From an optimization exercise on the open Yosys and OpenROAD flow, aimed at small area and a short achievable clock period; shortcuts taken in it are not production practice.
Function was checked by simulation only, so behaviour that the tests miss may differ from the original.
The flow treats the clock pin as an ideal source, which a real chip does not have.
Power figures rest on the tool's default switching activity, not on a simulated workload.

$ cat design/flow/config.mk
export PLATFORM = sky130hd
export DESIGN_NAME = bist
export DESIGN_NICKNAME = bist
export VERILOG_FILES = /design/flow/design.v
export SDC_FILE = /design/flow/constraint.sdc
export NUM_CORES = 4
export LEC_CHECK = 0
export CAP_MARGIN = 20
export CORE_MARGIN = 2
export CORE_UTILIZATION = 60
export CTS_CLUSTER_DIAMETER = 120
export CTS_CLUSTER_SIZE = 24
export SETUP_SLACK_MARGIN = 3.4
export SLEW_MARGIN = 20
export SYNTH_HIERARCHICAL = 1
$ cat design/flow/constraint.sdc
create_clock -name core_clock -period 6.0 [get_ports {clk}]
set_input_delay 1.2000 -clock core_clock [delete_from_list [all_inputs] [get_ports {clk}]]
set_output_delay 1.2000 -clock core_clock [all_outputs]
set_load 0.01 [all_outputs]
$ cat design/flow/design.v
`timescale 1ns/1ps
module ao8 (
    input  logic [7:0] s,
    input  logic [7:0] d,
    output logic       y
);
    assign y = |(s & d);
endmodule
module nor2m (input logic a, b, output logic y);
    assign y = ~(a | b);
endmodule
module nor3m (input logic a, b, c, output logic y);
    assign y = ~(a | b | c);
endmodule
module nand4m (input logic a, b, c, d, output logic y);
    assign y = ~(a & b & c & d);
endmodule
module pre3k (
    input  logic [2:0] a,
    input  logic       idle,
    input  logic       k,
    input  logic [7:0] t,
    input  logic       tk,
    output logic [7:0] y_n
);
    always_comb begin
        for (int i = 0; i < 8; i++)
            y_n[i] = ~((idle && k && a == i[2:0]) || (t[i] && tk));
    end
endmodule
module pre3u (
    input  logic [2:0] a,
    input  logic       idle,
    input  logic [7:0] t,
    output logic [7:0] y_n
);
    always_comb begin
        for (int i = 0; i < 8; i++)
            y_n[i] = ~((idle && a == i[2:0]) || t[i]);
    end
endmodule
module wdat (
    input  logic [7:0] datain,
    input  logic       idle,
    input  logic       pat,
    output logic [7:0] wd
);
    assign wd = idle ? datain : {pat, 1'b0, pat, 1'b0, pat, 1'b0, pat, 1'b0};
endmodule
module bist #(
    parameter size   = 6,
    parameter length = 8
)(
    input  logic                 clk,
    input  logic                 rst,
    input  logic                 start,
    input  logic                 csin,
    input  logic                 rwbarin,
    input  logic                 opr,
    input  logic [size-1:0]      address,
    input  logic [length-1:0]    datain,
    output logic [length-1:0]    dataout,
    output logic                 fail
);
    logic       NbarT;
    logic       cout;
    logic [7:0] qlo;        
    logic [7:0] qhi;        
    logic       q6;         
    logic       pat;        
    wire next_T = NbarT ? ~cout : start;
    always_ff @(posedge clk or posedge rst) begin
        if (rst)
            NbarT <= 1'b0;
        else
            NbarT <= next_T;
    end
    always_ff @(posedge clk or posedge rst) begin
        if (rst) begin
            qlo <= 8'd0;
            qhi <= 8'd0;
        end else if (!next_T) begin
            qlo <= 8'd0;
            qhi <= 8'd0;
        end else if (!NbarT) begin
            qlo <= 8'd1;
            qhi <= 8'd1;
        end else begin
            qlo <= {qlo[6:0], qlo[7]};
            if (qlo[7])
                qhi <= {qhi[6:0], qhi[7]};
        end
    end
    always_ff @(posedge clk) begin
        if (!NbarT) begin
            q6   <= 1'b0;
            cout <= 1'b0;
        end else begin
            if (qlo[7] && qhi[7])
                q6 <= ~q6;
            cout <= qlo[7] && qhi[7] && q6;
        end
    end
    wire q_zero = qlo[0] && qhi[0] && !q6;
    always_ff @(posedge clk or posedge rst) begin
        if (rst)
            pat <= 1'b0;
        else if (NbarT && q_zero)
            pat <= 1'b1;
    end
    wire [7:0] P = {pat, 1'b0, pat, 1'b0, pat, 1'b0, pat, 1'b0};
    wire next_q6 = NbarT && (q6 ^ (qlo[7] && qhi[7]));
    logic idle, tr, tw;
    always_ff @(posedge clk or posedge rst) begin
        if (rst) begin
            idle <= 1'b1;
            tr   <= 1'b0;
            tw   <= 1'b0;
        end else begin
            idle <= ~next_T;
            tr   <= next_T && next_q6;
            tw   <= next_T && !next_q6;
        end
    end
    wire       we   = tw || (idle && !rwbarin);
    wire [7:0] wd   = idle ? datain : P;
    logic [7:0] rlo_n, rhi_n, wlo_n, whi_n;
    pre3k u_rlo (.a(address[2:0]), .idle(idle), .k(rwbarin),  .t(qlo), .tk(tr), .y_n(rlo_n));
    pre3u u_rhi (.a(address[5:3]), .idle(idle), .t(qhi), .y_n(rhi_n));
    pre3k u_wlo (.a(address[2:0]), .idle(idle), .k(~rwbarin), .t(qlo), .tk(tw), .y_n(wlo_n));
    pre3u u_whi (.a(address[5:3]), .idle(idle), .t(qhi), .y_n(whi_n));
    logic [63:0] rsel, wen;
    for (genvar r = 0; r < 64; r++) begin : g_sel
        nor2m u_rs (.a(rhi_n[r / 8]), .b(rlo_n[r % 8]), .y(rsel[r]));
        nor2m u_ws (.a(whi_n[r / 8]), .b(wlo_n[r % 8]), .y(wen[r]));
    end
    logic [7:0] mem [64];
    logic [7:0] wdg [4];
    for (genvar g = 0; g < 4; g++) begin : g_wd
        wdat u_wd (.datain(datain), .idle(idle), .pat(pat), .wd(wdg[g]));
    end
    for (genvar r = 0; r < 64; r++) begin : g_word
        always_ff @(posedge clk) begin
            if (wen[r])
                mem[r] <= wdg[r / 16];
        end
    end
    wire [7:0] bw = wd & {8{we}};
    logic [7:0] rd;
    for (genvar b = 0; b < 8; b++) begin : g_bit
        logic [63:0] col;
        logic [7:0]  p;
        logic [3:0]  n;
        for (genvar r = 0; r < 64; r++) begin : g_col
            assign col[r] = mem[r][b];
        end
        for (genvar m = 0; m < 8; m++) begin : g_p
            ao8 u_ao (.s(rsel[m*8 +: 8]), .d(col[m*8 +: 8]), .y(p[m]));
        end
        nor2m  u_n0 (.a(p[0]), .b(p[1]), .y(n[0]));
        nor2m  u_n1 (.a(p[2]), .b(p[3]), .y(n[1]));
        nor2m  u_n2 (.a(p[4]), .b(p[5]), .y(n[2]));
        nor3m  u_n3 (.a(p[6]), .b(p[7]), .c(bw[b]), .y(n[3]));
        nand4m u_rd (.a(n[0]), .b(n[1]), .c(n[2]), .d(n[3]), .y(rd[b]));
    end
    logic [7:0] dout;
    always_ff @(posedge clk) begin
        dout <= rd;
    end
    assign dataout = dout;
    always_ff @(posedge clk or posedge rst) begin
        if (rst)
            fail <= 1'b0;
        else if (NbarT && q_zero)
            fail <= 1'b0;
        else if (NbarT && opr && q6 && (dataout != P))
            fail <= 1'b1;
    end
endmodule
$ cat design/flow/run.sh
#!/bin/bash
# synth_recipe.tcl (not shown) runs the flow's synth.tcl, then flattens the netlist and writes it again
# the make line also repeats each setting of config.mk as NAME=value (left out here)
make -C /OpenROAD-flow-scripts/flow DESIGN_CONFIG=/design/flow/config.mk WORK_HOME=/design/flow/orfs CLKGATE_MAP_FILE= SYNTH_SCRIPT=/design/flow/synth_recipe.tcl finish
==> flow_summary.yaml, run 1 <==
logic_synthesis:
  seq_area_frac_synth_pct: 79.5
  yosysUniqueCellTypes: 36
  syn_area_um2: 20300
  syn_nets: 1203
  synth-async-reset-ratio_pct: 4.04
  synthCells: 1182
  yosys_warnings: 12
  synthTopCellsByArea: "edfxtp_1 76%, a22oi_1 9.9%, nor2_1 3.1%, dfrtp_1 2.6%, nand4_1 2.3%"
  avgSynthCellArea_um2: 17.2
  ys_dominant_reg_cell: "edfxtp_1"
  synth_edf_count: 512
  synth_top_area_share_pct: 75.8
  synth-seq-cells: 544
  yosysTopAreaCell: "edfxtp_1"
finish:
  final_nets: 1296
  multiInputGateArea_um2: 5070
  drive_gt1_share_pct: 25.7
  seq_area_um2: 16100
  area_delta_synth_final_pct: 15.0
  nFillCells: 2182
global_routing:
  grtUsageTotal_pct: 29.2
  grt_overflow: 0
  antenna_found_initial: 5
  grt_max_degree: 26
  grt_pass1_vias: 11400
  grt_pass1_wl_mm: 74.6
timing:
  tightest_slew_ns: 0.968
  slew_headroom_pct: 35.4
  hold_viol: 0
  fin_ws_ns: 3.37
  fin_setup_tns_ns: 0
  fin_skew_ns: 0.0210
  fmax_ghz: 0.380
  min_period_ns: 2.63
  rsz0062_at_grt: "true"
  setup_viol: 0
  timing.final.crit_share_pct: 43.9
  finalMaxSlewViolations: 0
placement:
  gp_congestion: 0.900
  dp_slack_ns: 1.42
  dpl.hpwl_mm: 33.3
  port_buffers: 27
clocking:
  numCtsBuffers: 26
  clk_latency_ns: 0.58
  clockBufferDepth: 3
  cts_hold_buf: 0
  clkSlewWorstSetupHoldPaths_ns: 0.09
  cts_max_level: 1
  clock-root-buffer: "clkbuf_16"
  cts_sinks: 544
  cts_tree: "built"
detailed_routing:
  wire_per_inst_um: 29.2
  routed.top_layer: "met4"
  drt-initial-drc-count: 1534
  routed-wl-met3_mm: 4.31
  firstDrtPassIters: 5
  vias: 11800
  viasPerCell: 6.75
  routed_wl_mm: 51.0
  drcViolationCount: 0
  m1WireLength_mm: 21.0
  drtAntennaViolNets: 0
  wl_met2_mm: 23.9
pwr:
  ir_drop_mv: 0.235
  p_leak_nw: 5.62
  p_per_area_nw_per_um2: 260
worst_setup_path:
  crit_fanout: 10
  critical_path.max_stage_delay_ns: 0.28
  cp.arrival_ns: 3.08
  crit_type: "in2reg"
  crit_family: "simple AND/OR/NAND/NOR gates"
  required_ns: 6.44
  critPathSlowestCell: "nor2_2"
  critical_path_buf_inv_count: 3
  setup.worst_path.end_class: "flop"
  start_kind: "input port"
  path_cells: "clkbuf_4 > nor2b_1 > a22oi_2 > buf_4 > buf_8 > nor2_4 > a22oi_2 > nand4_1 > nor2_2 > nand4_1"
run:
  drv_cap: 0
min_path:
  min_path_type: "reg2reg"
die:
  dieArea_um2: 35300
  core-area_um2: 33400
  io_pins: 29
  die_y_um: 188
  die_w_um: 188
  start_util_pct: 60.7
  row_count: 67
outcome:
  status: "no timing/DRC/antenna violations"
-- synthesized netlist by cell type, drive strengths merged (4+ instances only) --
| master | count |
|---|---|
| inv | 4 |
| mux2 | 16 |
| a22oi | 268 |
| edfxtp | 512 |
| a21oi | 10 |
| dfrtp | 21 |
| a21o | 4 |
| and2 | 30 |
| a31oi | 8 |
| nor2b | 12 |
| buf | 6 |
| dfxtp | 10 |
| nand4 | 73 |
| a32oi | 4 |
| nor2 | 165 |
| nor3 | 8 |
| mux2i | 8 |
-- modules after synthesis, one instance, submodules excluded, excerpt --
module / flops+latches / times used
pre3k: 0 / 2
ao8: 0 / 64
nor3m: 0 / 8
pre3u: 0 / 2
bist: 544 / 1
nor2m: 0 / 152
wdat: 0 / 4
-- metal layers --
metal | track usage, % | vias up
li1 | - | 5077
met1 | 43.2 | 6052
met2 | 44.9 | 567
met3 | 4.79 | 100
met4 | 9.81 | 0
met5 | 0 | -
-- logic make-up after synthesis --
group / share of synthesized area [%]
compound gates: 11.0
xor+xnor: 0.0432
fa+ha+maj: 0.0617
buf+inv: 0.395
flops: 79.5
mux: 1.58
simple gates: 7.46
-- cell type report --
type | instances | area share (%)
multi-input combinational | 626 | 21.7
sequential | 544 | 69.1
inverter | 4 | 0.0643
antenna | 5 | 0.0536
clock inverter | 1 | 0.0375
tap | 448 | 2.40
clock buffer | 47 | 3.22
timing repair buffer | 73 | 3.35
-- cells in the final DEF, fill, tap and decap left out, types with 4 or more instances in the layout --
cell,n
buf_12,12
a22oi_2,69
nor2_2,93
a22oi_1,199
nor2_4,23
mux2i_1,8
buf_4,25
dfrtp_1,20
and2_1,14
inv_1,4
and2_2,16
buf_6,9
nand4_1,73
a21o_1,4
dlygate4sd2_1,9
a31oi_2,4
a31oi_4,4
nor2_1,49
a21oi_1,6
nor2b_1,8
nor3_4,5
clkbuf_16,27
edfxtp_1,512
diode_2,5
clkdlybuf4s50_1,11
dfxtp_1,8
mux2_4,16
clkbuf_1,20
-- state kept, by name, summed over array words and instances (netlist names), 8 cells and up --
name,count
qlo,8
dout,8
qhi,8
mem,512
-- metrics by stage --
| step | hold slack [ns] | util, % | power, W | instance area (µm²) | instances |
|---|---|---|---|---|---|
| 2_1_floorplan | 0.480 | - | 0.00418 | 20400 | 1182 |
| 3_3_place_gp | 0.514 | 63.4 | 0.00420 | 21200 | 1657 |
| 6_report | 0.560 | 69.8 | 0.00607 | 23300 | 1748 |
| 5_1_grt | 0.572 | 69.7 | 0.00623 | 23300 | 1744 |
| 3_5_place_dp | 0.524 | 63.4 | 0.00420 | 21200 | 1657 |
| 4_1_cts | 0.539 | 69.2 | 0.00609 | 23100 | 1741 |
-- power breakdown --
part | switching [W] | internal, W | total [W] | leakage (nW)
sequential | 0 | 0.00408 | 0.00408 | 3.60
combinational | 0.0000275 | 0.0000122 | 0.0000397 | 1.66
clock | 0.00109 | 0.000856 | 0.00195 | 0.361
total | 0.00112 | 0.00495 | 0.00607 | 5.62
-- timing repair --
| item | CTS | global route |
|---|---|---|
| pin swaps | 66 | 29 |
| buffers inserted | 36 | 2 |
| gates resized for setup | 244 | 51 |
| endpoints found under the setup margin | 529 | 309 |
-- final timing paths --
kind | from | end | slack [ns] | depth (start not counted)
min in group asynchronous | rst | qhi[5] | 1.22 | 2
min reg2reg | q6 | pat | 0.56 | 1
min | q6 | pat | 0.56 | 1
max reg2reg | idle | mem[18][0] | 3.46 | 4
max | address[1] | dout[2] | 3.37 | 10
max in group asynchronous | rst | fail | 4.17 | 2
==> inputs of run 2 (changes only) <==
--- a/design/flow/config.mk
+++ b/design/flow/config.mk
@@ -7,7 +7,7 @@
 export LEC_CHECK = 0
 export CAP_MARGIN = 20
 export CORE_MARGIN = 2
-export CORE_UTILIZATION = 60
+export CORE_UTILIZATION = 75
 export CTS_CLUSTER_DIAMETER = 120
 export CTS_CLUSTER_SIZE = 24
 export SETUP_SLACK_MARGIN = 3.4
==> flow_summary.yaml, run 2 <==
outcome:
  status: "no timing/DRC/antenna violations"
worst_setup_path:
  crit_family: "simple AND/OR/NAND/NOR gates"
  setup.worst_path.end_class: "flop"
  crit_type: "in2reg"
  start_kind: "input port"
  critical_path.max_stage_delay_ns: 0.39
  required_ns: 6.44
  critical_path_buf_inv_count: 2
  cp.arrival_ns: 3.10
  critPathSlowestCell: "a22oi_1"
  crit_fanout: 8
  path_cells: "buf_6 > and3b_2 > a32oi_4 > buf_6 > nor2_2 > a22oi_1 > nand4_1 > nor2_4 > nand4_1"
global_routing:
  grt_pass1_wl_mm: 73.8
  grt_pass1_vias: 11600
  grt_overflow: 0
  grtUsageTotal_pct: 36.0
  antenna_found_initial: 2
  grt_max_degree: 26
finish:
  final_nets: 1295
  drive_gt1_share_pct: 22.9
  layout_common_cells: "512 x edfxtp_1, 218 x a22oi_1, 92 x nor2_2"
  layoutNonFillerInstCount: 1637
  final_common_cell: "edfxtp_1"
  regMostFlops: "mem"
  largest_register_ff_count: 512
  nFillCells: 1172
  area_delta_synth_final_pct: 13.0
clocking:
  numCtsBuffers: 26
  clkSlewWorstSetupHoldPaths_ns: 0.10
  clockBufferDepth: 3
  cts_sinks: 544
  cts_hold_buf: 0
  cts_max_level: 1
  clk_latency_ns: 0.57
  cts_tree: "built"
  clock-root-buffer: "clkbuf_16"
logic_synthesis:
  synthCells: 1182
  synth_most_common_cell: "edfxtp_1"
  synth_xor_area_share_pct: 0.0432
  yosys-top-cells-count: "512 x edfxtp_1, 268 x a22oi_1, 165 x nor2_1"
  synth_fa_ha_area_share_pct: 0.0617
  seq_area_frac_synth_pct: 79.5
  synth_top_family_by_area: "compound AO/OA/AOI/OAI gates"
  yosysUniqueCellTypes: 36
  yosys_warnings: 12
  synth-async-reset-ratio_pct: 4.04
  ys_dominant_reg_cell: "edfxtp_1"
  avgSynthCellArea_um2: 17.2
  synth-seq-cells: 544
  syn_area_um2: 20300
  synthTopCellsByArea: "edfxtp_1 76%, a22oi_1 9.9%, nor2_1 3.1%, dfrtp_1 2.6%, nand4_1 2.3%"
  synth-compound-area-share_pct: 11.0
  yosysTopAreaCell: "edfxtp_1"
  yosys.area_share.simple_pct: 7.46
  synth_edf_count: 512
  synth_top_area_share_pct: 75.8
  syn_nets: 1203
  synth.area.mux_share_pct: 1.58
placement:
  gp_congestion: 0.944
  port_buffers: 27
  post-place-cells: 1550
  dpl.hpwl_mm: 32.0
  dp_slack_ns: 1.47
detailed_routing:
  drt-initial-drc-count: 2007
  routed_wl_mm: 50.8
  viasPerCell: 7.44
  drtAntennaViolNets: 0
  firstDrtPassIters: 5
  vias: 12200
  drcViolationCount: 0
  wire_per_inst_um: 31.0
timing:
  fin_hold_ws_ns: 0.566
  fin_setup_tns_ns: 0
  fmax_ghz: 0.375
  hold_viol: 0
  setup_viol: 0
  slew_headroom_pct: 29.8
  fin_skew_ns: 0.0148
  tightest_slew_ns: 1.05
  fin_ws_ns: 3.34
  min_period_ns: 2.66
  timing.final.crit_share_pct: 44.4
  finalMaxSlewViolations: 0
  rsz0062_at_grt: "true"
pwr:
  p_per_area_nw_per_um2: 264
  p_leak_nw: 5.56
  power_w: 0.00606
  ir_drop_mv: 0.259
die:
  row_count: 60
  die_w_um: 168
  die_y_um: 168
  dieArea_um2: 28400
  io_pins: 29
  core-area_um2: 26700
  start_util_pct: 75.9
min_path:
  min_path_type: "reg2reg"
run:
  drv_cap: 0
-- run 2: worst paths after layout --
path / from / end / slack, ns / depth (start not counted)
worst min-delay path: qlo[4] / qlo[5] / 0.57 / 1
worst max register to register: idle / dout[1] / 3.43 / 8
worst min register to register: qlo[4] / qlo[5] / 0.57 / 1
worst max-delay path: rwbarin / dout[1] / 3.34 / 9
max in group asynchronous: rst / qlo[5] / 4.27 / 2
min in group asynchronous: rst / fail / 1.14 / 2
-- run 2: report_power, final --
part           switching [W]  leakage (nW)  internal, W
Combinational      0.0000257          1.60    0.0000126
Sequential                 0          3.60      0.00408
Clock                0.00109         0.361     0.000855
-- run 2: through the flow --
stage | util [%] | cell area [µm²]
6_report | 85.8 | 22900
3_5_place_dp | 78.8 | 21100
4_1_cts | 84.9 | 22700
3_3_place_gp | 78.8 | 21100
2_1_floorplan | - | 20400
5_1_grt | 85.8 | 22900
-- run 2: final cells by class --
cell class / count / area (µm²) / area share, %
Antenna cell: 2 / 5.00 / 0.0218
Clock buffer: 47 / 751 / 3.27
Clock inverter: 1 / 8.76 / 0.0382
Inverter: 4 / 15.0 / 0.0655
Multi-Input combinational cell: 626 / 4880 / 21.3
Sequential cell: 544 / 16100 / 70.4
Tap cell: 341 / 427 / 1.86
Timing Repair Buffer: 72 / 711 / 3.10
-- run 2: metal layers --
layer / global-route usage (%) / share of wire, % / vias to the layer above
li1: - / - / 5070
met1: 52.6 / 37 / 6028
met2: 57.3 / 48 / 932
met3: 5.68 / 12 / 143
met4: 12.6 / 4.1 / 0
met5: 0 / 0 / -
-- run 2: Yosys stat by module, one instance, submodules excluded --
module  flip-flops and latches  area [µm²]  cells  copies in the design
pre3u                        0        73.8     12                     2
wdat                         0         101      9                     4
ao8                          0        36.3      5                    64
nor3m                        0        10.0      1                     8
nor2m                        0        3.75      1                   152
bist                       544       16500    606                     1
pre3k                        0        97.6     14                     2
nand4m                       0        6.26      1                     8
-- run 2: cell families after synthesis --
family	count (synthesis)
compound gates	301
simple gates	299
xor+xnor	1
mux	24
fa+ha+maj	1
flops	544
buf+inv	12
-- run 2: what timing repair did --
item	4_1_cts	5_1_grt
pin swaps	49	28
resized for setup	204	40
endpoints found under the setup margin	529	377
setup buffers	32	5
==> inputs of run 3 (changes only) <==
==> design/flow/flow/run.sh (new file) <==
#!/bin/bash
# The standard layout, with timing repair free to change a cell's
# footprint when it resizes it.
bash standard.sh MATCH_CELL_FOOTPRINT=0 finish > standard.log 2>&1
==> design/flow/standard.sh (new file) <==
#!/bin/bash
# synth_recipe.tcl (not shown) runs the flow's synth.tcl, then flattens the netlist and writes it again
# the make line also repeats each setting of config.mk as NAME=value (left out here)
make -C /OpenROAD-flow-scripts/flow DESIGN_CONFIG=/design/flow/config.mk WORK_HOME=/design/flow/orfs CLKGATE_MAP_FILE= SYNTH_SCRIPT=/design/flow/synth_recipe.tcl "${@:-finish}"
--- a/design/flow/config.mk
+++ b/design/flow/config.mk
@@ -7,7 +7,7 @@
 export LEC_CHECK = 0
 export CAP_MARGIN = 20
 export CORE_MARGIN = 2
-export CORE_UTILIZATION = 75
+export CORE_UTILIZATION = 60
 export CTS_CLUSTER_DIAMETER = 120
 export CTS_CLUSTER_SIZE = 24
 export SETUP_SLACK_MARGIN = 3.4
removed: design/flow/run.sh
==> flow_summary.yaml, run 3 <==
outcome:
  status: "no timing/DRC/antenna violations"
finish:
  final_nets: 1298
  regMostFlops: "mem"
  area_delta_synth_final_pct: 15.3
  layout_common_cells: "512 x edfxtp_1, 195 x a22oi_1, 88 x nor2_2"
  final_common_cell: "edfxtp_1"
  nFillCells: 2163
  final_cell_area_um2: 23400
  largest_register_ff_count: 512
  drive_gt1_share_pct: 25.6
logic_synthesis:
  synth_most_common_cell: "edfxtp_1"
  avgSynthCellArea_um2: 17.2
  yosys_warnings: 12
  ys_dominant_reg_cell: "edfxtp_1"
  yosysUniqueCellTypes: 36
  syn_nets: 1203
  synth-async-reset-ratio_pct: 4.04
  yosysTopAreaCell: "edfxtp_1"
  seq_area_frac_synth_pct: 79.5
  synth_top_area_share_pct: 75.8
  synthTopCellsByArea: "edfxtp_1 76%, a22oi_1 9.9%, nor2_1 3.1%, dfrtp_1 2.6%, nand4_1 2.3%"
  synth-seq-cells: 544
  synthCells: 1182
  synth_edf_count: 512
  yosys-top-cells-count: "512 x edfxtp_1, 268 x a22oi_1, 165 x nor2_1"
  syn_area_um2: 20300
pwr:
  p_per_area_nw_per_um2: 260
  power_w: 0.00607
  p_leak_nw: 5.72
  ir_drop_mv: 0.235
placement:
  place_area_um2: 21200
  gp_congestion: 0.900
  dpl.hpwl_mm: 33.3
  port_buffers: 27
detailed_routing:
  wire_per_inst_um: 29.2
  routed_wl_mm: 51.0
  drt-initial-drc-count: 1657
  drtAntennaViolNets: 0
  drcViolationCount: 0
  vias: 11800
  viasPerCell: 6.72
  firstDrtPassIters: 5
timing:
  slew_headroom_pct: 21.0
  setup_viol: 0
  rsz0062_at_grt: "true"
  finalMaxSlewViolations: 0
  timing.final.crit_share_pct: 43.9
  fin_setup_tns_ns: 0
  fmax_ghz: 0.380
  hold_viol: 0
  tightest_slew_ns: 1.17
  min_period_ns: 2.63
  fin_skew_ns: 0.0224
global_routing:
  grt_pass1_wl_mm: 74.2
  antenna_found_initial: 5
  grt_pass1_vias: 11300
  grt_overflow: 0
  grt_max_degree: 26
  grtUsageTotal_pct: 29.0
worst_setup_path:
  crit_family: "compound AO/OA/AOI/OAI gates"
  path_cells: "clkbuf_2 > a41oi_1 > nor2_1"
  critPathSlowestCell: "a41oi_1"
  crit_type: "in2reg"
  setup.worst_path.end_class: "flop"
  crit_fanout: 10
  required_ns: 6.22
  critical_path_buf_inv_count: 1
  cp.arrival_ns: 2.85
  critical_path.max_stage_delay_ns: 0.99
  start_kind: "input port"
clocking:
  clock-root-buffer: "clkbuf_16"
  clk_latency_ns: 0.58
  cts_tree: "built"
  cts_sinks: 544
  numCtsBuffers: 26
  clockBufferDepth: 3
  clkSlewWorstSetupHoldPaths_ns: 0.09
  cts_max_level: 1
  cts_hold_buf: 0
die:
  io_pins: 29
  die_y_um: 188
  start_util_pct: 60.7
  dieArea_um2: 35300
  core-area_um2: 33400
  row_count: 67
  die_w_um: 188
min_path:
  min_path_type: "reg2reg"
run:
  drv_cap: 0
-- run 3: cell counts after synthesis --
Identical to the previous run, type by type.
-- run 3: area by class of cell --
class / count / area, µm² / area share (%)
antenna: 5 / 12.5 / 0.0535
multi-input combinational: 626 / 5060 / 21.6
timing repair buffer: 75 / 843 / 3.61
clock buffer: 47 / 751 / 3.21
tap: 448 / 561 / 2.40
clock inverter: 1 / 8.76 / 0.0374
inverter: 4 / 15.0 / 0.0642
sequential: 544 / 16100 / 69.0
-- run 3: cell families (layout without fill, tap and decap cells) --
group	after synthesis	after routing	share of synthesized area [%]
flops	544	544	79.5
compound gates	301	301	11.0
simple gates	299	299	7.46
mux	24	24	1.58
buf+inv	12	127	0.395
fa+ha+maj	1	1	0.0617
xor+xnor	1	1	0.0432
other cells	0	5	0
-- run 3: path summary, 6_finish.rpt --
path | startpoint | endpoint | slack (ns) | cells past startpoint
max in group asynchronous | rst | fail | 4.13 | 2
hold reg to reg | qlo[2] | qlo[3] | 0.57 | 1
setup / recovery | address[3] | mem[60][2] | 3.37 | 3
setup reg to reg | idle | mem[60][2] | 3.42 | 4
min in group asynchronous | rst | qhi[5] | 1.23 | 2
hold / removal | qlo[2] | qlo[3] | 0.57 | 1
-- run 3: what timing repair did --
item / in CTS / in global routing
pin swaps: 58 / 42
buffers inserted: 33 / 7
endpoints found under the hold margin: 0 / 0
resized for setup: 199 / 78
endpoints found under the setup margin: 529 / 376
-- run 3: modules after synthesis, one instance, submodules excluded, a selection --
module	cells inside	flip-flops and latches
bist	606	544
nor3m	1	0
ao8	5	0
pre3k	14	0
nand4m	1	0
pre3u	12	0
-- run 3: per-stage QoR --
stage,utilization [%],setup slack [ns],hold WS (ns),cells
floorplan,-,3.41,0.480,1182
global placement,63.4,1.43,0.514,1657
detailed placement,63.4,1.42,0.524,1657
CTS,68.9,3.39,0.539,1738
global route,69.9,3.35,0.585,1746
finish,69.9,3.37,0.570,1750
-- run 3: where the power goes --
group / leakage, nW / switching, W / internal, W
Combinational: 1.76 / 0.0000276 / 0.0000123
Clock: 0.361 / 0.00110 / 0.000856
Sequential: 3.60 / 0 / 0.00408
Total: 5.72 / 0.00113 / 0.00495
-- run 3: per-layer routing --
layer,GRT usage (%),vias up,wire length (µm)
met5,0,-,0
met1,42.8,6038,20700
met3,5.35,86,4640
met4,9.78,0,1660
met2,44.4,560,24000
li1,-,5079,-
==> inputs of run 4 (changes only) <==
==> design/flow/flow/run.sh (replaced) <==
#!/bin/bash
# The standard layout, with timing repair free to change a cell's
# footprint when it resizes it, and plain buffers on the ports.
bash standard.sh MATCH_CELL_FOOTPRINT=0 "BUFFER_PORTS_ARGS=-buffer_cell sky130_fd_sc_hd__buf_4" finish > standard.log 2>&1
==> flow_summary.yaml, run 4 <==
outcome:
  status: "no timing/DRC/antenna violations"
global_routing:
  grt_pass1_vias: 11200
  grt_max_degree: 49
  grt_pass1_wl_mm: 73.9
  grt_overflow: 0
  grtUsageTotal_pct: 28.9
  antenna_found_initial: 3
clocking:
  cts_hold_buf: 0
  cts_tree: "built"
  clockBufferDepth: 3
  numCtsBuffers: 26
  clk_latency_ns: 0.57
  clkSlewWorstSetupHoldPaths_ns: 0.10
  cts_sinks: 544
  clock-root-buffer: "clkbuf_16"
  cts_max_level: 1
logic_synthesis:
  synth_top_family_by_area: "compound AO/OA/AOI/OAI gates"
  yosys-top-cells-count: "512 x edfxtp_1, 268 x a22oi_1, 165 x nor2_1"
  yosys.area_share.simple_pct: 7.46
  yosysTopAreaCell: "edfxtp_1"
  synth_xor_area_share_pct: 0.0432
  ys_dominant_reg_cell: "edfxtp_1"
  synth-async-reset-ratio_pct: 4.04
  synth_fa_ha_area_share_pct: 0.0617
  avgSynthCellArea_um2: 17.2
  syn_nets: 1203
  seq_area_frac_synth_pct: 79.5
  synthTopCellsByArea: "edfxtp_1 76%, a22oi_1 9.9%, nor2_1 3.1%, dfrtp_1 2.6%, nand4_1 2.3%"
  synth_edf_count: 512
  synthCells: 1182
  synth_top_area_share_pct: 75.8
  syn_area_um2: 20300
  synth.area.mux_share_pct: 1.58
  synth_most_common_cell: "edfxtp_1"
  yosysUniqueCellTypes: 36
  synth-seq-cells: 544
  synth-compound-area-share_pct: 11.0
  yosys_warnings: 12
worst_setup_path:
  crit_type: "in2reg"
  setup.worst_path.end_class: "flop"
  reg2reg_depth: 5
  start_kind: "input port"
  cp.arrival_ns: 2.90
  required_ns: 6.22
  crit_fanout: 10
finish:
  final_core_util_pct: 68.3
  layoutNonFillerInstCount: 1737
  final_common_cell: "edfxtp_1"
  largest_register_ff_count: 512
  n_antenna_cell: 0
  area_delta_synth_final_pct: 12.7
  multiInputGateArea_um2: 4770
  seq_area_um2: 16100
  drive_gt1_share_pct: 22.2
  layout_common_cells: "512 x edfxtp_1, 246 x a22oi_1, 94 x nor2_2"
  final_nets: 1290
  nFillCells: 2253
  regMostFlops: "mem"
  final_cell_area_um2: 22900
detailed_routing:
  vias: 11500
  viasPerCell: 6.60
  drtAntennaViolNets: 0
  drcViolationCount: 0
  firstDrtPassIters: 6
  routed_wl_mm: 50.3
  wire_per_inst_um: 29.0
  drt-initial-drc-count: 1534
min_path:
  whs_path_depth: 1
  min_path_type: "reg2reg"
pwr:
  p_leak_nw: 5.51
  p_per_area_nw_per_um2: 266
  ir_drop_mv: 0.327
die:
  core-area_um2: 33400
  start_util_pct: 60.7
  die_y_um: 188
  dieArea_um2: 35300
  die_w_um: 188
  io_pins: 29
  row_count: 67
timing:
  tightest_slew_ns: 1.15
  rsz0062_at_grt: "true"
  finalMaxSlewViolations: 0
  setup_viol: 0
  timing.final.crit_share_pct: 44.7
  fin_ws_ns: 3.32
  fin_setup_tns_ns: 0
  min_period_ns: 2.68
  fmax_ghz: 0.373
  fin_skew_ns: 0.0163
  slew_headroom_pct: 23.6
  hold_viol: 0
placement:
  post-place-cells: 1658
  gp_congestion: 0.884
  place_area_um2: 21100
  dp_slack_ns: 1.90
  port_buffers: 27
  dpl.hpwl_mm: 33.2
run:
  drv_cap: 0
-- run 4: area by class of cell --
cell class / count / share of cell area (%)
sequential: 544 / 70.6
multi-input combinational: 626 / 20.9
clock buffer: 47 / 3.28
timing repair buffer: 67 / 2.74
tap: 448 / 2.45
inverter: 4 / 0.0657
clock inverter: 1 / 0.0383
-- run 4: worst paths after layout --
| check | start | end | slack [ns] |
|---|---|---|---|
| max | address[3] | mem[10][6] | 3.32 |
| min in group asynchronous | rst | qhi[4] | 0.82 |
| min reg2reg | q6 | pat | 0.55 |
| max in group asynchronous | rst | qlo[3] | 4.62 |
| min | q6 | pat | 0.55 |
| max reg2reg | idle | mem[30][2] | 3.38 |
-- run 4: repair_timing --
item | CTS | global route
setup buffers | 25 | 6
resized for setup | 99 | 73
pin swaps | 12 | 15
endpoints found under the setup margin | 511 | 428
-- run 4: metrics by stage --
stage | hold slack (ns) | power (W)
after floorplan | 0.480 | 0.00418
after global placement | 0.509 | 0.00420
after detailed placement | 0.529 | 0.00420
after CTS | 0.556 | 0.00611
after global routing | 0.570 | 0.00623
final | 0.552 | 0.00608
-- run 4: cells by family (layout without fill, tap and decap cells) --
group | Yosys count | in the layout
AOI/OAI and AO/OA | 301 | 301
xor gates and xnor gates | 1 | 1
adders and majority gates | 1 | 1
buffers and inverters | 12 | 119
DFF | 544 | 544
muxes | 24 | 24
and+or+nand+nor | 299 | 299
-- run 4: per-layer routing --
layer | GRT usage, % | vias to the layer above | part of all wire (%)
met3 | 4.10 | 82 | 8.0
met4 | 7.03 | 2 | 2.8
met1 | 43.6 | 5833 | 42
met2 | 45.5 | 501 | 47
met5 | 0 | - | 0.026
li1 | - | 5048 | -
-- run 4: per-module statistics from Yosys, one instance, submodules excluded --
| module | times used | cells inside | area [µm²] | flops+latches |
|---|---|---|---|---|
| nor2m | 152 | 1 | 3.75 | 0 |
| pre3k | 2 | 14 | 97.6 | 0 |
| nand4m | 8 | 1 | 6.26 | 0 |
| pre3u | 2 | 12 | 73.8 | 0 |
| nor3m | 8 | 1 | 10.0 | 0 |
| bist | 1 | 606 | 16500 | 544 |
| wdat | 4 | 9 | 101 | 0 |
| ao8 | 64 | 5 | 36.3 | 0 |
-- run 4: worst max-delay path: stages --
cell and delay [ns]:
buf_4 0.16, nor2b_1 0.18, a21oi_1 0.90, nor2_1 0.44
-- run 4: where the power goes --
part	switching [W]	leakage (nW)	internal (W)	total, W
sequential	0	3.60	0.00408	0.00408
combinational	0.0000261	1.55	0.0000106	0.0000367
clock	0.00111	0.361	0.000855	0.00196
==> inputs of run 5 (changes only) <==
==> design/flow/flow/run.sh (replaced) <==
#!/bin/bash
# The standard layout, with extra timing-repair passes after CTS
# (flow/extra_cts.tcl, run through ORFS's POST_CTS_TCL hook).
bash standard.sh "POST_CTS_TCL=$PWD/flow/extra_cts.tcl" finish > standard.log 2>&1
==> design/flow/flow/extra_cts.tcl (new file) <==
# Extra timing-repair passes after clock tree synthesis: repair_timing often
# stops on one endpoint; running it again from the repaired state lets it
# work on the rest.
for {set i 0} {$i < 3} {incr i} {
  estimate_parasitics -placement
  repair_timing_helper
  detailed_placement
}
check_placement -verbose
estimate_parasitics -placement
report_worst_slack -max
==> flow_summary.yaml, run 5 <==
min_path:
  min_path_type: "reg2reg"
  hp-start: "q6"
die:
  row_count: 67
  die_y_um: 188
  core-area_um2: 33400
  die_w_um: 188
  dieArea_um2: 35300
  io_pins: 29
  start_util_pct: 60.7
timing:
  slew_headroom_pct: 34.0
  setup_viol: 0
  min_period_ns: 2.62
  fmax_ghz: 0.382
  finalMaxSlewViolations: 0
  fin_ws_ns: 3.38
  timing.final.crit_share_pct: 43.6
  hold_viol: 0
  fin_setup_tns_ns: 0
  fin_skew_ns: 0.0231
  rsz0062_at_grt: "true"
  tightest_slew_ns: 0.991
global_routing:
  grt_pass1_wl_mm: 74.8
  grt_overflow: 0
  grt_max_degree: 26
  grt_pass1_vias: 11400
  antenna_found_initial: 5
  grtUsageTotal_pct: 29.2
outcome:
  status: "no timing/DRC/antenna violations"
logic_synthesis:
  yosysTopAreaCell: "edfxtp_1"
  synth_top_area_share_pct: 75.8
  synth_edf_count: 512
  yosys_warnings: 12
  yosys-top-cells-count: "512 x edfxtp_1, 268 x a22oi_1, 165 x nor2_1"
  avgSynthCellArea_um2: 17.2
  ys_dominant_reg_cell: "edfxtp_1"
  seq_area_frac_synth_pct: 79.5
  synth-seq-cells: 544
  syn_area_um2: 20300
  yosysUniqueCellTypes: 36
  synth_most_common_cell: "edfxtp_1"
  synthTopCellsByArea: "edfxtp_1 76%, a22oi_1 9.9%, nor2_1 3.1%, dfrtp_1 2.6%, nand4_1 2.3%"
  syn_nets: 1203
  synthCells: 1182
  synth-async-reset-ratio_pct: 4.04
detailed_routing:
  vias: 11700
  wl_met2_mm: 24.0
  viasPerCell: 6.70
  drcViolationCount: 0
  routed-wl-met3_mm: 4.33
  firstDrtPassIters: 6
  wire_per_inst_um: 29.1
  m1WireLength_mm: 20.9
  drtAntennaViolNets: 0
  routed.top_layer: "met4"
  routed_wl_mm: 50.9
  drt-initial-drc-count: 1557
clocking:
  clkSlewWorstSetupHoldPaths_ns: 0.09
  clk_latency_ns: 0.58
  cts_tree: "built"
  cts_sinks: 544
run:
  drv_cap: 0
pwr:
  p_leak_nw: 5.63
  ir_drop_mv: 0.235
  p_per_area_nw_per_um2: 261
worst_setup_path:
  crit_start: "address[4]"
  start_kind: "input port"
  cp.arrival_ns: 3.05
  required_ns: 6.43
  crit_fanout: 10
  crit_type: "in2reg"
  reg2reg_from: "idle"
  setup.worst_path.end_class: "flop"
finish:
  largest_register_ff_count: 512
  final_nets: 1297
  drive_gt1_share_pct: 24.8
  regMostFlops: "mem"
  final_common_cell: "edfxtp_1"
  layout_common_cells: "512 x edfxtp_1, 207 x a22oi_1, 92 x nor2_2"
  area_delta_synth_final_pct: 14.7
  nFillCells: 2197
placement:
  port_buffers: 27
  dp_slack_ns: 1.42
  dpl.hpwl_mm: 33.3
  gp_congestion: 0.900
run 5: power by group:
part	internal (W)	switching, W
sequential	0.00408	0
combinational	0.0000116	0.0000274
clock	0.000855	0.00109
run 5: kinds of logic after synthesis:
family / Yosys count / share of synthesized area [%]
AO/OA/AOI/OAI: 301 / 11.0
XOR/XNOR: 1 / 0.0432
adder cells (fa/ha/maj): 1 / 0.0617
buffers and inverters: 12 / 0.395
flip-flops: 544 / 79.5
multiplexers: 24 / 1.58
AND/OR/NAND/NOR: 299 / 7.46
run 5: area by class of cell:
cell class	count	area (µm²)	share of cell area, %
well taps	448	561	2.41
multi-input cells	626	5000	21.5
flip-flops and latches	544	16100	69.3
diodes	5	12.5	0.0538
inverters	4	15.0	0.0645
clock buffers	47	751	3.23
repair buffers	74	796	3.42
clock inverters	1	8.76	0.0376
run 5: worst paths after layout:
| kind | to | slack, ns | depth (start not counted) |
|---|---|---|---|
| max | dout[7] | 3.38 | 9 |
| min | pat | 0.55 | 1 |
| max reg2reg | mem[55][2] | 3.47 | 3 |
| min reg2reg | pat | 0.55 | 1 |
| max in group asynchronous | fail | 4.16 | 2 |
| min in group asynchronous | qhi[5] | 1.23 | 2 |
run 5: per-layer routing:
metal / up-vias / GRT usage (%)
met2: 547 / 45.0
met4: 0 / 9.99
met5: - / 0
met3: 86 / 4.90
li1: 5081 / -
met1: 6008 / 43.2
run 5: per-stage QoR:
| stage | util [%] | area, µm² | total power [W] | hold WS [ns] | instances |
|---|---|---|---|---|---|
| 5_1_grt | 69.6 | 23300 | 0.00623 | 0.572 | 1745 |
| 2_1_floorplan | - | 20400 | 0.00418 | 0.480 | 1182 |
| 3_3_place_gp | 63.4 | 21200 | 0.00420 | 0.514 | 1657 |
| 3_5_place_dp | 63.4 | 21200 | 0.00420 | 0.524 | 1657 |
| 6_report | 69.6 | 23300 | 0.00607 | 0.554 | 1749 |
run 5: modules after synthesis, one instance, submodules excluded:
| module | area [µm²] | cells inside | flip-flops and latches |
|---|---|---|---|
| nor2m | 3.75 | 1 | 0 |
| nand4m | 6.26 | 1 | 0 |
| wdat | 101 | 9 | 0 |
| nor3m | 10.0 | 1 | 0 |
| ao8 | 36.3 | 5 | 0 |
| bist | 16500 | 606 | 544 |
| pre3u | 73.8 | 12 | 0 |
| pre3k | 97.6 | 14 | 0 |
run 5: worst max-delay path: stages:
cell and delay, ns:
buf_2 0.20, nor2b_2 0.24, a31oi_4 0.20, buf_12 0.17, nor2_4 0.08, a22oi_2 0.24, nand4_1 0.23, nor3_2 0.33
nand4_1 0.14
==> inputs of run 6 (changes only) <==
==> design/flow/flow/run.sh (replaced) <==
#!/bin/bash
# The standard layout, with extra timing-repair passes and area recovery after CTS
# (flow/extra_cts.tcl, run through ORFS's POST_CTS_TCL hook).
bash standard.sh "POST_CTS_TCL=$PWD/flow/extra_cts.tcl" finish > standard.log 2>&1
==> design/flow/flow/downsize.tcl (new file) <==
# Area recovery: swap each combinational cell for its smallest drive-strength
# variant that keeps the worst setup slack (placement parasitics).
proc my_variants {lc} {
  set name [get_name $lc]
  if {![regexp {^(.*)_([0-9]+)$} $name -> base drive]} { return {} }
  set out {}
  foreach c [get_lib_cells */${base}_*] {
    if {[regexp "^${base}_\[0-9\]+\$" [get_name $c]] && [sta::equiv_cells $lc $c]} {
      lappend out [list [get_property $c area] $c]
    }
  }
  return [lsort -real -index 0 $out]
}

proc my_downsize {{tol 0.0}} {
  estimate_parasitics -placement
  set ws0 [worst_slack -max]
  set saved 0.0
  set insts {}
  foreach inst [get_cells *] {
    set lc [get_lib_cells -of_objects $inst]
    if {$lc eq "" || $lc eq "NULL"} continue
    if {[regexp {__(df|edf|sdf|dl|sdl)} [get_name $lc]]} continue
    set n [get_name $lc]
    if {[string match *clkbuf* $n] || [string match *tap* $n] || [string match *fill* $n] || [string match *decap* $n] || [string match *conb* $n]} continue
    lappend insts [list [get_property $lc area] $inst]
  }
  foreach item [lsort -real -decreasing -index 0 $insts] {
    set inst [lindex $item 1]
    set lc [get_lib_cells -of_objects $inst]
    set a0 [get_property $lc area]
    foreach v [my_variants $lc] {
      lassign $v a c
      if {$a >= $a0} break
      replace_cell $inst $c
      estimate_parasitics -placement
      if {[worst_slack -max] >= $ws0 - $tol} {
        set saved [expr {$saved + $a0 - $a}]
        set lc $c
        break
      }
      replace_cell $inst $lc
    }
  }
  estimate_parasitics -placement
  puts "my_downsize: saved $saved um2, worst slack $ws0 -> [worst_slack -max]"
}
==> design/flow/flow/extra_cts.tcl (replaced) <==
# Runs after clock tree synthesis (ORFS POST_CTS_TCL hook).
# 1. Extra timing-repair passes: repair_timing often stops on one endpoint;
#    running it again from the repaired state lets it work on the rest.
# 2. Area recovery: each combinational cell goes to its smallest drive
#    strength that keeps the worst setup slack (flow/downsize.tcl).
source [file join [file dirname [info script]] downsize.tcl]
for {set i 0} {$i < 3} {incr i} {
  estimate_parasitics -placement
  repair_timing_helper
  detailed_placement
}
my_downsize
detailed_placement
check_placement -verbose
estimate_parasitics -placement
report_worst_slack -max
--- a/design/flow/config.mk
+++ b/design/flow/config.mk
@@ -10,6 +10,6 @@
 export CORE_UTILIZATION = 60
 export CTS_CLUSTER_DIAMETER = 120
 export CTS_CLUSTER_SIZE = 24
-export SETUP_SLACK_MARGIN = 3.4
+export SETUP_SLACK_MARGIN = 3.6
 export SLEW_MARGIN = 20
 export SYNTH_HIERARCHICAL = 1
==> flow_summary.yaml, run 6 <==
outcome:
  status: "no timing/DRC/antenna violations"
logic_synthesis:
  syn_nets: 1203
  synth-async-reset-ratio_pct: 4.04
  yosys-top-cells-count: "512 x edfxtp_1, 268 x a22oi_1, 165 x nor2_1"
  yosysUniqueCellTypes: 36
  avgSynthCellArea_um2: 17.2
  seq_area_frac_synth_pct: 79.5
  yosysTopAreaCell: "edfxtp_1"
  synth_edf_count: 512
  yosys_warnings: 12
  synthCells: 1182
  synth_most_common_cell: "edfxtp_1"
  synth_top_area_share_pct: 75.8
  syn_area_um2: 20300
  synthTopCellsByArea: "edfxtp_1 76%, a22oi_1 9.9%, nor2_1 3.1%, dfrtp_1 2.6%, nand4_1 2.3%"
  synth-seq-cells: 544
  ys_dominant_reg_cell: "edfxtp_1"
global_routing:
  grtUsageTotal_pct: 29.7
  grt_max_degree: 44
  grt_overflow: 0
  grt_util_met1_pct: 42.5
  top_usage_layer: "met2"
  grt_pass1_wl_mm: 76.2
  grt_pass1_vias: 11500
  antenna_found_initial: 0
  use_met2_pct: 48.9
  use_met3_pct: 3.87
pwr:
  p_leak_nw: 5.54
  p_per_area_nw_per_um2: 257
  ir_drop_mv: 0.315
die:
  die_w_um: 188
  start_util_pct: 60.7
  row_count: 67
  die_y_um: 188
  core-area_um2: 33400
  io_pins: 29
  dieArea_um2: 35300
timing:
  fin_setup_tns_ns: 0
  finalMaxSlewViolations: 0
  fmax_ghz: 0.387
  setup_viol: 0
  timing.final.crit_share_pct: 43.0
  rsz0062_at_grt: "true"
  hold_viol: 0
  slew_headroom_pct: 28.5
  tightest_slew_ns: 1.07
  fin_skew_ns: 0.0269
  min_period_ns: 2.58
min_path:
  whs_endpoint: "pat"
  hp-start: "q6"
  min_path_type: "reg2reg"
  whs_path_depth: 1
worst_setup_path:
  cp.arrival_ns: 3.01
  reg2reg_depth: 9
  r2r_end: "dout[6]"
  crit_type: "in2reg"
  crit_fanout: 8
  ff2ff_setup_slack_ns: 3.53
  required_ns: 6.43
  reg2reg_from: "idle"
  setup.worst_path.end_class: "flop"
  start_kind: "input port"
clocking:
  clk_latency_ns: 0.58
  cts_tree: "built"
  clkSlewWorstSetupHoldPaths_ns: 0.10
  cts_sinks: 544
detailed_routing:
  drt-initial-drc-count: 1243
  wire_per_inst_um: 29.0
  drtAntennaViolNets: 0
  firstDrtPassIters: 7
  drcViolationCount: 0
  viasPerCell: 6.60
  routed_wl_mm: 51.4
  vias: 11700
placement:
  gp_congestion: 0.853
  port_buffers: 27
  post-place-cells: 1658
  dpl.hpwl_mm: 33.5
finish:
  layoutNonFillerInstCount: 1773
  largest_register_ff_count: 512
  final_common_cell: "edfxtp_1"
  regMostFlops: "mem"
  final_nets: 1326
  n_antenna_cell: 0
  drive_gt1_share_pct: 26.6
  area_delta_synth_final_pct: 16.2
  layout_common_cells: "512 x edfxtp_1, 198 x a22oi_1, 74 x nor2_2"
run:
  drv_cap: 0
run 6: cell counts after synthesis:
Identical to the previous run, type by type.
run 6: Yosys stat by module, one instance, submodules excluded:
module,flip-flops and latches,area [µm²],copies in the design,cells inside
pre3k,0,97.6,2,14
pre3u,0,73.8,2,12
bist,544,16500,1,606
wdat,0,101,4,9
nor3m,0,10.0,8,1
nand4m,0,6.26,8,1
nor2m,0,3.75,152,1
ao8,0,36.3,64,5
run 6: critical path, stage by stage:
cell	delay (ns)
buf_8	0.10
and3b_2	0.25
a22oi_2	0.20
buf_4	0.17
buf_2	0.12
nor2_4	0.07
a22oi_1	0.21
nand4_1	0.29
nor2_4	0.28
nand4_1	0.12
run 6: final cells by class:
| class | instances | area [µm²] |
|---|---|---|
| timing repair buffer | 103 | 838 |
| inverter | 4 | 15.0 |
| fill | 2182 | 9880 |
| sequential | 544 | 16100 |
| clock buffer | 47 | 751 |
| clock inverter | 1 | 3.75 |
| multi-input combinational | 626 | 5270 |
| tap | 448 | 561 |
run 6: kinds of logic (layout without fill, tap and decap cells):
family          after synthesis  count (layout)  synth area share (%)
buf+inv                      12             155                 0.395
compound gates              301             301                  11.0
flops                       544             544                  79.5
fa+ha+maj                     1               1                0.0617
simple gates                299             299                  7.46
xor+xnor                      1               1                0.0432
mux                          24              24                  1.58
run 6: layer usage:
layer	wire (µm)	share of wire, %
met1	21100	41
met3	3410	6.6
met2	25300	49
met4	1550	3.0
met5	0	0
run 6: worst max path at each step:
stage	from	to	slack, ns
after floorplan	address[2]	dout[0]	3.43
after global placement	address[1]	dout[2]	1.39
after detailed placement	address[1]	dout[2]	1.38
after global routing	rwbarin	dout[6]	3.37
final	rwbarin	dout[6]	3.42
run 6: where the power goes:
| part | internal [W] | switching, W |
|---|---|---|
| clock | 0.000852 | 0.00109 |
| sequential | 0.00408 | 0 |
| combinational | 0.0000150 | 0.0000261 |
| total | 0.00495 | 0.00112 |
run 6: metrics by stage:
| step | setup slack, ns | hold slack (ns) | power (W) | cell area [µm²] | util (%) |
|---|---|---|---|---|---|
| after floorplan | 3.43 | 0.480 | 0.00418 | 20600 | - |
| after global placement | 1.39 | 0.514 | 0.00420 | 21500 | 64.2 |
| after detailed placement | 1.38 | 0.519 | 0.00420 | 21500 | 64.3 |
| after global routing | 3.37 | 0.553 | 0.00622 | 23600 | 70.5 |
| final | 3.42 | 0.536 | 0.00607 | 23600 | 70.5 |
==> inputs of run 7 (changes only) <==
--- a/design/flow/config.mk
+++ b/design/flow/config.mk
@@ -7,9 +7,9 @@
 export LEC_CHECK = 0
 export CAP_MARGIN = 20
 export CORE_MARGIN = 2
-export CORE_UTILIZATION = 60
+export CORE_UTILIZATION = 70
 export CTS_CLUSTER_DIAMETER = 120
 export CTS_CLUSTER_SIZE = 24
-export SETUP_SLACK_MARGIN = 3.6
+export SETUP_SLACK_MARGIN = 3.4
 export SLEW_MARGIN = 20
 export SYNTH_HIERARCHICAL = 1
==> flow_summary.yaml, run 7 <==
die:
  io_pins: 29
  row_count: 62
  die_y_um: 174
  start_util_pct: 70.9
  dieArea_um2: 30400
  core-area_um2: 28600
  die_w_um: 174
min_path:
  whs_path_depth: 1
  hp-start: "qlo[4]"
  whs_endpoint: "qlo[5]"
  min_path_type: "reg2reg"
worst_setup_path:
  critPathSlowestCell: "a22oi_1"
  critical_path.max_stage_delay_ns: 0.28
  r2r_end: "mem[15][3]"
  required_ns: 6.44
  ff2ff_setup_slack_ns: 3.42
  cp.arrival_ns: 3.10
  start_kind: "input port"
  setup.worst_path.end_class: "flop"
  reg2reg_depth: 4
  critical_path_buf_inv_count: 3
  crit_fanout: 10
  crit_type: "in2reg"
  path_cells: "clkbuf_4 > nor2b_1 > a22oi_2 > buf_4 > buf_2 > nor2_2 > a22oi_1 > nand4_1 > nor2_2 > nand4_1"
  crit_family: "simple AND/OR/NAND/NOR gates"
  reg2reg_from: "idle"
timing:
  setup_viol: 0
  fmax_ghz: 0.376
  fin_setup_tns_ns: 0
  finalMaxSlewViolations: 0
  rsz0062_at_grt: "true"
  fin_ws_ns: 3.34
  min_period_ns: 2.66
  tightest_slew_ns: 1.08
  hold_viol: 0
  fin_skew_ns: 0.0292
  slew_headroom_pct: 27.3
  timing.final.crit_share_pct: 44.3
placement:
  gp_congestion: 0.902
  place_area_um2: 21100
  post-place-cells: 1593
  dp_slack_ns: 1.55
  dpl.hpwl_mm: 32.0
  port_buffers: 27
finish:
  layout_common_cells: "512 x edfxtp_1, 231 x a22oi_1, 81 x nor2_1, 81 x nor2_2, 73 x nand4_1"
  layoutNonFillerInstCount: 1680
  nFillCells: 1554
  regMostFlops: "mem"
  multiInputGateArea_um2: 4550
  seq_area_um2: 16100
  final_common_cell: "edfxtp_1"
  drive_gt1_share_pct: 17.0
  final_nets: 1296
  area_delta_synth_final_pct: 10.7
  final_cell_area_um2: 22500
  largest_register_ff_count: 512
global_routing:
  grt_overflow: 0
  grt_pass1_vias: 11400
  grt_max_degree: 26
  grt_pass1_wl_mm: 72.5
  grtUsageTotal_pct: 33.1
  antenna_found_initial: 2
logic_synthesis:
  yosysTopAreaCell: "edfxtp_1"
  syn_area_um2: 20300
  synth_edf_count: 512
  synth-async-reset-ratio_pct: 4.04
  yosysUniqueCellTypes: 36
  yosys-top-cells-count: "512 x edfxtp_1, 268 x a22oi_1, 165 x nor2_1"
  synth_top_area_share_pct: 75.8
  syn_nets: 1203
  synthCells: 1182
  synth_most_common_cell: "edfxtp_1"
  ys_dominant_reg_cell: "edfxtp_1"
  synthTopCellsByArea: "edfxtp_1 76%, a22oi_1 9.9%, nor2_1 3.1%, dfrtp_1 2.6%, nand4_1 2.3%"
  avgSynthCellArea_um2: 17.2
  yosys_warnings: 12
  synth-seq-cells: 544
  seq_area_frac_synth_pct: 79.5
detailed_routing:
  drcViolationCount: 0
  firstDrtPassIters: 6
  drt-initial-drc-count: 1915
  wire_per_inst_um: 29.6
  vias: 11900
  viasPerCell: 7.11
  routed_wl_mm: 49.7
  drtAntennaViolNets: 0
clocking:
  cts_tree: "built"
  clk_latency_ns: 0.57
  cts_sinks: 544
  clkSlewWorstSetupHoldPaths_ns: 0.09
pwr:
  p_clk_share_pct: 32.0
  p_int_w: 0.00495
  ir_drop_mv: 0.298
  p_comb_share_pct: 0.6
  p_per_area_nw_per_um2: 270
  p_switching_w: 0.00111
  seqPwrFrac_pct: 67.4
  p_leak_nw: 5.33
  p_sw_share_pct: 18.4
outcome:
  status: "no timing/DRC/antenna violations"
run:
  drv_cap: 0
## run 7: cell counts after synthesis
No cell type changed its count.
## run 7: layout make-up
class	count	area share, %
inverters	4	0.0668
repair buffers	73	2.34
well taps	384	2.14
diodes	1	0.0111
clock inverters	1	0.0167
multi-input cells	626	20.3
clock buffers	47	3.34
flip-flops and latches	544	71.8
## run 7: stage by stage
step / total power, W / hold slack [ns] / utilization (%)
2_1_floorplan: 0.00418 / 0.480 / -
3_3_place_gp: 0.00420 / 0.519 / 73.7
3_5_place_dp: 0.00420 / 0.534 / 73.7
5_1_grt: 0.00619 / 0.580 / 78.5
6_report: 0.00606 / 0.549 / 78.5
## run 7: modules after synthesis, one instance, submodules excluded
| module | cell area, µm² | copies in the design | cells inside |
|---|---|---|---|
| nor2m | 3.75 | 152 | 1 |
| nor3m | 10.0 | 8 | 1 |
| wdat | 101 | 4 | 9 |
| bist | 16500 | 1 | 606 |
| pre3k | 97.6 | 2 | 14 |
| pre3u | 73.8 | 2 | 12 |
| ao8 | 36.3 | 64 | 5 |
| nand4m | 6.26 | 8 | 1 |
## run 7: power by group through the flow
stage | Clock (W) | Sequential [W] | Combinational [W]
after floorplan | 0 | 0.00417 | 0.00000706
after global placement | 0 | 0.00417 | 0.0000337
after detailed placement | 0 | 0.00417 | 0.0000342
after global routing | 0.00207 | 0.00408 | 0.0000367
final | 0.00194 | 0.00408 | 0.0000355
## run 7: cells by family (layout without fill, tap and decap cells)
kind of cell	Yosys count	count (layout)	synth area share, %
AND/OR/NAND/NOR	299	299	7.46
XOR/XNOR	1	1	0.0432
buffers and inverters	12	125	0.395
flip-flops	544	544	79.5
multiplexers	24	24	1.58
AO/OA/AOI/OAI	301	301	11.0
other	0	1	0
adder cells (fa/ha/maj)	1	1	0.0617
## run 7: worst max path at each step
stage,from,to,slack [ns],cells past startpoint
after floorplan,address[2],dout[0],3.41,7
after global placement,address[0],dout[2],1.62,8
after detailed placement,address[0],dout[2],1.55,8
after global routing,address[4],dout[2],3.30,9
final,address[0],dout[2],3.34,10
## run 7: worst register-to-register path: cells and delay by family (launching register included)
kind | cells | cell delay, ns
AOI/OAI and AO/OA | 1 | 0.27
buffers and inverters | 1 | 0.33
DFF | 1 | 0.75
and+or+nand+nor | 2 | 0.86
## run 7: metal layers
layer	routed length (µm)	track usage, %	part of all wire, %	vias to the layer above
met5	10	0	0.020	-
met4	1830	11.4	3.7	2
met3	5260	4.90	11	109
met2	23600	52.3	48	747
met1	19000	48.4	38	6005
li1	-	-	-	5074
==> inputs of run 8 (changes only) <==
--- a/design/flow/config.mk
+++ b/design/flow/config.mk
@@ -7,7 +7,7 @@
 export LEC_CHECK = 0
 export CAP_MARGIN = 20
 export CORE_MARGIN = 2
-export CORE_UTILIZATION = 70
+export CORE_UTILIZATION = 60
 export CTS_CLUSTER_DIAMETER = 120
 export CTS_CLUSTER_SIZE = 24
 export SETUP_SLACK_MARGIN = 3.4
==> flow_summary.yaml, run 8 <==
outcome:
  status: "no timing/DRC/antenna violations"
logic_synthesis:
  yosysUniqueCellTypes: 36
  seq_area_frac_synth_pct: 79.5
  synthTopCellsByArea: "edfxtp_1 76%, a22oi_1 9.9%, nor2_1 3.1%, dfrtp_1 2.6%, nand4_1 2.3%"
  synthCells: 1182
  synth_most_common_cell: "edfxtp_1"
  synth-async-reset-ratio_pct: 4.04
  synth_top_area_share_pct: 75.8
  yosysTopAreaCell: "edfxtp_1"
  ys_dominant_reg_cell: "edfxtp_1"
  synth_edf_count: 512
  syn_area_um2: 20300
  avgSynthCellArea_um2: 17.2
  synth-seq-cells: 544
  yosys-top-cells-count: "512 x edfxtp_1, 268 x a22oi_1, 165 x nor2_1"
  syn_nets: 1203
  yosys_warnings: 12
timing:
  min_period_ns: 2.64
  fin_skew_ns: 0.0261
  hold_viol: 0
  finalMaxSlewViolations: 0
  fin_setup_tns_ns: 0
  slew_headroom_pct: 32.6
  fmax_ghz: 0.379
  rsz0062_at_grt: "true"
  setup_viol: 0
  timing.final.crit_share_pct: 44.0
  tightest_slew_ns: 1.01
die:
  row_count: 67
  start_util_pct: 60.7
  die_y_um: 188
  core-area_um2: 33400
  die_w_um: 188
  dieArea_um2: 35300
  io_pins: 29
worst_setup_path:
  setup.worst_path.end_class: "flop"
  reg2reg_depth: 4
  r2r_end: "mem[60][2]"
  reg2reg_from: "idle"
  ff2ff_setup_slack_ns: 3.47
  start_kind: "input port"
  crit_type: "in2reg"
  crit_fanout: 10
  required_ns: 6.44
  cp.arrival_ns: 3.09
placement:
  dpl.hpwl_mm: 33.3
  port_buffers: 27
  gp_congestion: 0.900
finish:
  largest_register_ff_count: 512
  nFillCells: 2304
  layout_common_cells: "512 x edfxtp_1, 227 x a22oi_1, 78 x nor2_2"
  drive_gt1_share_pct: 18.2
  final_nets: 1295
  final_core_util_pct: 67.7
  final_common_cell: "edfxtp_1"
  regMostFlops: "mem"
  area_delta_synth_final_pct: 11.7
global_routing:
  grtUsageTotal_pct: 29.2
  antenna_found_initial: 6
  grt_overflow: 0
  grt_max_degree: 26
  grt_pass1_vias: 11400
  grt_pass1_wl_mm: 74.6
pwr:
  p_int_w: 0.00495
  p_switching_w: 0.00111
  ir_drop_mv: 0.235
  p_comb_share_pct: 0.6
  p_per_area_nw_per_um2: 267
  seqPwrFrac_pct: 67.4
  p_leak_nw: 5.36
  p_clk_share_pct: 32.0
  p_sw_share_pct: 18.3
min_path:
  whs_path_depth: 1
  min_path_type: "reg2reg"
  hp-start: "q6"
  whs_endpoint: "pat"
detailed_routing:
  wire_per_inst_um: 29.0
  firstDrtPassIters: 5
  drcViolationCount: 0
  drtAntennaViolNets: 0
  vias: 11700
  viasPerCell: 6.69
  routed_wl_mm: 50.7
  drt-initial-drc-count: 1492
clocking:
  cts_sinks: 544
  clkSlewWorstSetupHoldPaths_ns: 0.09
  cts_tree: "built"
  clk_latency_ns: 0.57
run:
  drv_cap: 0
==> run 8: cell counts after synthesis <==
Identical to the previous run, type by type.
==> run 8: metrics by stage <==
step | cell area [µm²] | cells | power, W | setup WS, ns | hold WS (ns)
floorplan | 20400 | 1182 | 0.00418 | 3.41 | 0.480
finish | 22700 | 1747 | 0.00605 | 3.36 | 0.547
detailed placement | 21200 | 1657 | 0.00420 | 1.42 | 0.524
global route | 22600 | 1743 | 0.00622 | 3.31 | 0.571
global placement | 21200 | 1657 | 0.00420 | 1.43 | 0.514
==> run 8: critical path: stages <==
cell      delay [ns]
clkbuf_4        0.18
nor2b_1         0.20
a22oi_2         0.30
buf_4           0.23
nor2_2          0.10
a22oi_1         0.23
nand4_1         0.25
nor2_2          0.28
nand4_1         0.11
==> run 8: kinds of logic after synthesis <==
kind of cell | Yosys count | share of synthesized area [%]
DFF | 544 | 79.5
AOI/OAI and AO/OA | 301 | 11.0
and+or+nand+nor | 299 | 7.46
muxes | 24 | 1.58
buffers and inverters | 12 | 0.395
xor gates and xnor gates | 1 | 0.0432
adders and majority gates | 1 | 0.0617
==> run 8: per-module statistics from Yosys (local to each module, per instance) <==
module,flip-flops and latches,cells inside,cell area (µm²)
ao8,0,5,36.3
nor2m,0,1,3.75
nor3m,0,1,10.0
nand4m,0,1,6.26
wdat,0,9,101
bist,544,606,16500
pre3u,0,12,73.8
pre3k,0,14,97.6
==> run 8: worst max path at each step <==
stage	start	depth (start not counted)	slack, ns	end
3_5_place_dp	address[0]	8	1.42	dout[2]
3_3_place_gp	address[0]	8	1.43	dout[4]
6_report	address[1]	9	3.36	dout[5]
2_1_floorplan	address[2]	7	3.41	dout[0]
5_1_grt	address[2]	10	3.31	dout[5]
==> run 8: cell type report <==
class	count	area [µm²]	area share, %
diodes	5	12.5	0.0552
repair buffers	72	559	2.47
well taps	448	561	2.47
flip-flops and latches	544	16100	71.2
inverters	4	15.0	0.0663
clock inverters	1	3.75	0.0166
clock buffers	47	751	3.31
multi-input cells	626	4620	20.4
==> run 8: power groups by stage <==
stage                      logic [W]  registers [W]  clock network (W)
after floorplan           0.00000706        0.00417                  0
after global placement     0.0000345        0.00417                  0
after detailed placement   0.0000344        0.00417                  0
after global routing       0.0000366        0.00408            0.00210
final                      0.0000355        0.00408            0.00194
==> run 8: routing by layer <==
metal | up-vias | wire length, µm | global-route usage [%]
met2 | 506 | 23400 | 44.1
met4 | 0 | 2000 | 11.1
met3 | 98 | 4360 | 5.07
met5 | - | 0 | 0
li1 | 5085 | - | -
met1 | 6004 | 20900 | 43.2

## separate check: timing with driven ports
The results above use ideal ports. As a check the final layouts listed here were re-extracted and re-timed, cells and wires unchanged.
Step 1: set_driving_cell puts a clkbuf_16 on clk and a buf_2 on each other input, an assumption about the parent block.
Step 2, shift: input delay + t, output delay - t, t = (earliest + latest rising clock arrival at the registers) / 2. This alone moves slack from input paths to output paths.
Slacks: ideal ports / drivers / drivers and shift; pairs: ideal ports / drivers.
run	t, ns	setup WS [ns]	slew at the worst register clock pin (ns)
run 1	0.622	3.368 / 3.364 / 2.742	0.10 / 0.10
run 2	0.617	3.335 / 3.305 / 2.688	0.10 / 0.10
run 3	0.623	3.367 / 3.358 / 2.735	0.10 / 0.10
run 4	0.623	3.319 / 3.303 / 2.681	0.10 / 0.10
run 5	0.623	3.384 / 3.375 / 2.752	0.10 / 0.10
run 6	0.629	3.417 / 3.433 / 2.803	0.10 / 0.10
run 7	0.607	3.342 / 3.319 / 2.713	0.10 / 0.10
run 8	0.614	3.359 / 3.349 / 2.735	0.10 / 0.10
After both steps setup and hold are still met in every run listed. The setup slack of run 2, which loses most, moves by -0.030 ns with the drivers and by -0.647 ns with both steps.
